What follows belongs to an exercise in optimizing a design on an open flow for small area, a short achievable clock period and few clock cycles; a production flow would make more cautious choices.
In this exercise RTL edits were held to simulation tests only and were not proved equivalent to the original.
Power is estimated from default activity; no workload was simulated.

Setup of quartz:
==> flow/design.v <==
`default_nettype none
module xtea_core(
                 input wire           clk,
                 input wire           reset_n,
                 input wire           encdec,    
                 input wire           start,     
                 input wire           mode_we,   
                 input wire           mode_new,  
                 output wire          busy,
                 output wire          ready,
                 input wire [127 : 0] key,       
                 input wire [63 : 0]  block,     
                 output wire          swap,      
                 output wire [63 : 0] result     
                );
  localparam [31 : 0] DELTA        = 32'h9e3779b9;
  localparam [31 : 0] DEC_INIT     = ~32'hc6ef3720;  
  localparam [1 : 0]  DEC_INIT_SEL = 2'd2;          
  logic          busy_reg;
  logic [5 : 0]  hr_reg;         
  logic [31 : 0] sum_reg;        
  logic [1 : 0]  sel_reg;        
  logic [31 : 0] rk_reg;         
  logic          swap_reg;       
  logic [31 : 0] a_reg;          
  logic [31 : 0] b_reg;          
  logic          last;
  logic          step;
  logic [31 : 0] sum_next;
  logic [32 : 0] rk33;
  logic [1 : 0]  sel_next;
  logic [31 : 0] keyw;
  logic [31 : 0] f;
  logic [32 : 0] new33;
  assign busy   = busy_reg;
  assign last   = busy_reg && (hr_reg == 6'h0);
  assign ready  = !busy_reg || last;
  assign swap   = swap_reg;
  assign result = {a_reg, b_reg};
  assign step = busy_reg || start;
  always_comb
    begin
      case (sel_reg)
        2'd0: keyw = key[127 : 96];
        2'd1: keyw = key[95 : 64];
        2'd2: keyw = key[63 : 32];
        default: keyw = key[31 : 0];
      endcase
    end
  assign rk33  = {sum_reg, 1'b1} + {keyw ^ {32{!encdec}}, !encdec};
  assign f     = ({b_reg[27 : 0], 4'h0} ^ {5'h0, b_reg[31 : 5]}) + b_reg;
  assign new33 = {a_reg, 1'b1} + {f ^ rk_reg, !encdec};
  assign sum_next = sum_reg + DELTA;
  always_comb
    begin
      if (!hr_reg[0])
        sel_next = encdec ? sum_next[12 : 11] : ~sum_next[1 : 0];
      else
        sel_next = encdec ? sum_reg[1 : 0] : ~sum_reg[12 : 11];
    end
  always_ff @ (posedge clk or negedge reset_n)
    begin : ctrl_update
      if (!reset_n)
        begin
          busy_reg <= 1'b0;
          hr_reg   <= 6'h0;
        end
      else
        begin
          if (step && !last)
            hr_reg <= hr_reg + 6'h1;
          if (start)
            busy_reg <= 1'b1;
          else if (last)
            busy_reg <= 1'b0;
        end
    end
  always_ff @ (posedge clk)
    begin : dp_update
      rk_reg <= rk33[32 : 1];
      if (start)
        begin
          swap_reg <= !encdec;
          a_reg    <= encdec ? block[63 : 32] : block[31 : 0];
          b_reg    <= encdec ? block[31 : 0]  : block[63 : 32];
        end
      else if (busy_reg)
        begin
          a_reg <= b_reg;
          b_reg <= new33[32 : 1];
        end
      if (mode_we)
        begin
          sum_reg <= mode_new ? 32'h0 : DEC_INIT;
          sel_reg <= mode_new ? 2'd0 : DEC_INIT_SEL;
        end
      else if (last)
        begin
          sum_reg <= encdec ? 32'h0 : DEC_INIT;
          sel_reg <= encdec ? 2'd0 : DEC_INIT_SEL;
        end
      else if (step)
        begin
          if (!hr_reg[0])
            sum_reg <= sum_next;
          sel_reg <= sel_next;
        end
    end
endmodule  
`default_nettype none
module xtea(
            input wire               clk,
            input wire               reset_n,
            input wire               cs,
            input wire               we,
            input wire      [7 : 0]  address,
            input wire      [31 : 0] write_data,
            output wire     [31 : 0] read_data
           );
  localparam ADDR_CTRL    = 8'h08;
  localparam ADDR_CONFIG  = 8'h0a;
  localparam ADDR_ROUNDS  = 8'h0c;
  localparam ADDR_KEY0    = 8'h10;
  localparam ADDR_BLOCK0  = 8'h20;
  localparam CORE_NAME0   = 32'h78746561;  
  localparam CORE_NAME1   = 32'h2d313238;  
  localparam CORE_VERSION = 32'h302e3630;  
  logic [31 : 0] key_reg [0 : 3];
  logic [31 : 0] block_reg [0 : 1];
  logic          encdec_reg;
  logic          wr;
  logic          start;
  logic          mode_we;
  logic          busy;
  logic          ready;
  logic          swap;
  logic          rd_b;
  logic [63 : 0] result;
  logic [31 : 0] const_data;
  assign wr      = cs && we && !busy;
  assign start   = wr && (address == ADDR_CTRL) && write_data[1];
  assign mode_we = wr && ((address == ADDR_CONFIG) || (address == ADDR_ROUNDS));
  xtea_core core(
                 .clk(clk),
                 .reset_n(reset_n),
                 .encdec(encdec_reg),
                 .start(start),
                 .mode_we(mode_we),
                 .mode_new(write_data[0]),
                 .busy(busy),
                 .ready(ready),
                 .key({key_reg[0], key_reg[1], key_reg[2], key_reg[3]}),
                 .block({block_reg[0], block_reg[1]}),
                 .swap(swap),
                 .result(result)
                );
  always_ff @ (posedge clk)
    begin : reg_update
      if (mode_we)
        encdec_reg <= write_data[0];
      if (wr && (address[7 : 2] == ADDR_KEY0[7 : 2]))
        key_reg[address[1 : 0]] <= write_data;
      if (wr && (address[7 : 1] == ADDR_BLOCK0[7 : 1]))
        block_reg[address[0]] <= write_data;
    end
  always_comb
    begin : const_mux
      if (address[3])
        const_data = {31'h0, ready};
      else if (address[1])
        const_data = CORE_VERSION;
      else if (address[0])
        const_data = CORE_NAME1;
      else
        const_data = CORE_NAME0;
    end
  assign rd_b      = address[0] ^ swap;
  assign read_data = address[5] ? (rd_b ? result[31 : 0] : result[63 : 32]) :
                     const_data;
endmodule  
Settings: LEC_CHECK=0, CAP_MARGIN=20, CORE_MARGIN=2, CORE_UTILIZATION=65, CTS_CLUSTER_DIAMETER=60, CTS_CLUSTER_SIZE=35, SETUP_SLACK_MARGIN=2.5, SLEW_MARGIN=20, BUFFER_PORTS_ARGS=-buffer_cell sky130_fd_sc_hd__buf_1; clock period 7.5 ns.
standard.sh (not shown) runs the stock make flow with config.mk's settings and CLKGATE_MAP_FILE= SYNTH_SCRIPT=/design/flow/synth_recipe.tcl, a recipe that flattens the netlist after the stock synthesis.
==> flow/flow/run.sh <==
#!/bin/bash
# Standard layout, but the port buffers inserted during placement use
# buf_1 cells (the default choice is a slow delay buffer).
set -euo pipefail
cat >> config.mk <<'EOC'
export BUFFER_PORTS_ARGS = -buffer_cell sky130_fd_sc_hd__buf_1
EOC
bash standard.sh > standard.log 2>&1
Testbench counts of quartz, summed over its fixed seeds: cycles 35,648.
Modified inputs, tundra compared to quartz
- a deleted CTS_CLUSTER_SIZE that had been 35
- a deleted CTS_CLUSTER_DIAMETER that had been 60
## What came out
Met1 routed wirelength after detailed routing: tundra > quartz
The clock power was comparable across quartz and tundra.
Minimum clock period came out lower on tundra than on quartz.
Side by side, wire length turned out higher in tundra than in quartz.
Relative to quartz, cell count has increased by about 0.6% in tundra.
Re met1 track demand over resource: quartz and tundra aren't equal, and the lower value belongs to quartz.
tundra and quartz ended up with roughly the same final area.
Of tundra and quartz, it is tundra that has the higher wire length on met2.
Setup changes, tundra to onyx
- CORE_UTILIZATION now 40, was 65
- BUFFER_PORTS_ARGS now -buffer_cell sky130_fd_sc_hd__buf_2, was -buffer_cell sky130_fd_sc_hd__buf_1
==> flow/flow/run.sh <==
#!/bin/bash
# Standard layout, but the port buffers inserted during placement use
# buf_2 cells (the default choice is a slow delay buffer).
set -euo pipefail
cat >> config.mk <<'EOC'
export BUFFER_PORTS_ARGS = -buffer_cell sky130_fd_sc_hd__buf_2
EOC
bash standard.sh > standard.log 2>&1
[summary]
Re met3 routed wirelength: tundra was higher than onyx. onyx against tundra: sequential share of cell area went down by 1.1 points, fill cell instance count of the final layout went up, share of power burned in combinational logic lower. Final critical-path share of the clock period delta for onyx relative to tundra: 1.0 points higher.

static timing again, ports no longer ideal:
How much do the figures lean on ideal ports? The routed layouts below were timed once more, with nothing changed but the port constraints. Step 1 (the two cells are an assumption about what drives the block):
set clk [get_ports {clk}]
set_driving_cell -lib_cell sky130_fd_sc_hd__clkbuf_16 $clk
set_driving_cell -lib_cell sky130_fd_sc_hd__buf_2 [delete_from_list [all_inputs] $clk]
Step 2 also shifts input and output timing later by t, the mid clock arrival at the registers, as if the neighbouring blocks saw the same clock. Slacks: ideal / step 1 / step 2; pairs: ideal / step 1.
| run | t, ns | slack for setup (ns) | hold slack, ns | worst setup path after step 2 | pins driven straight from the clock port |
|---|---|---|---|---|---|
| quartz | 0.609 | 2.694 / 2.694 / 2.694 | 0.506 / 0.506 / 0.506 | register to register | 1 |
| tundra | 0.561 | 2.697 / 2.697 / 2.697 | 0.511 / 0.511 / 0.511 | register to register | 1 |
| onyx | 0.573 | 2.622 / 2.622 / 2.528 | 0.477 / 0.477 / 0.477 | input to register | 1 |
After both steps setup and hold are still met in every run listed. The setup slack of onyx, which loses most, moves by 0.000 ns with the drivers and by -0.094 ns with both steps.
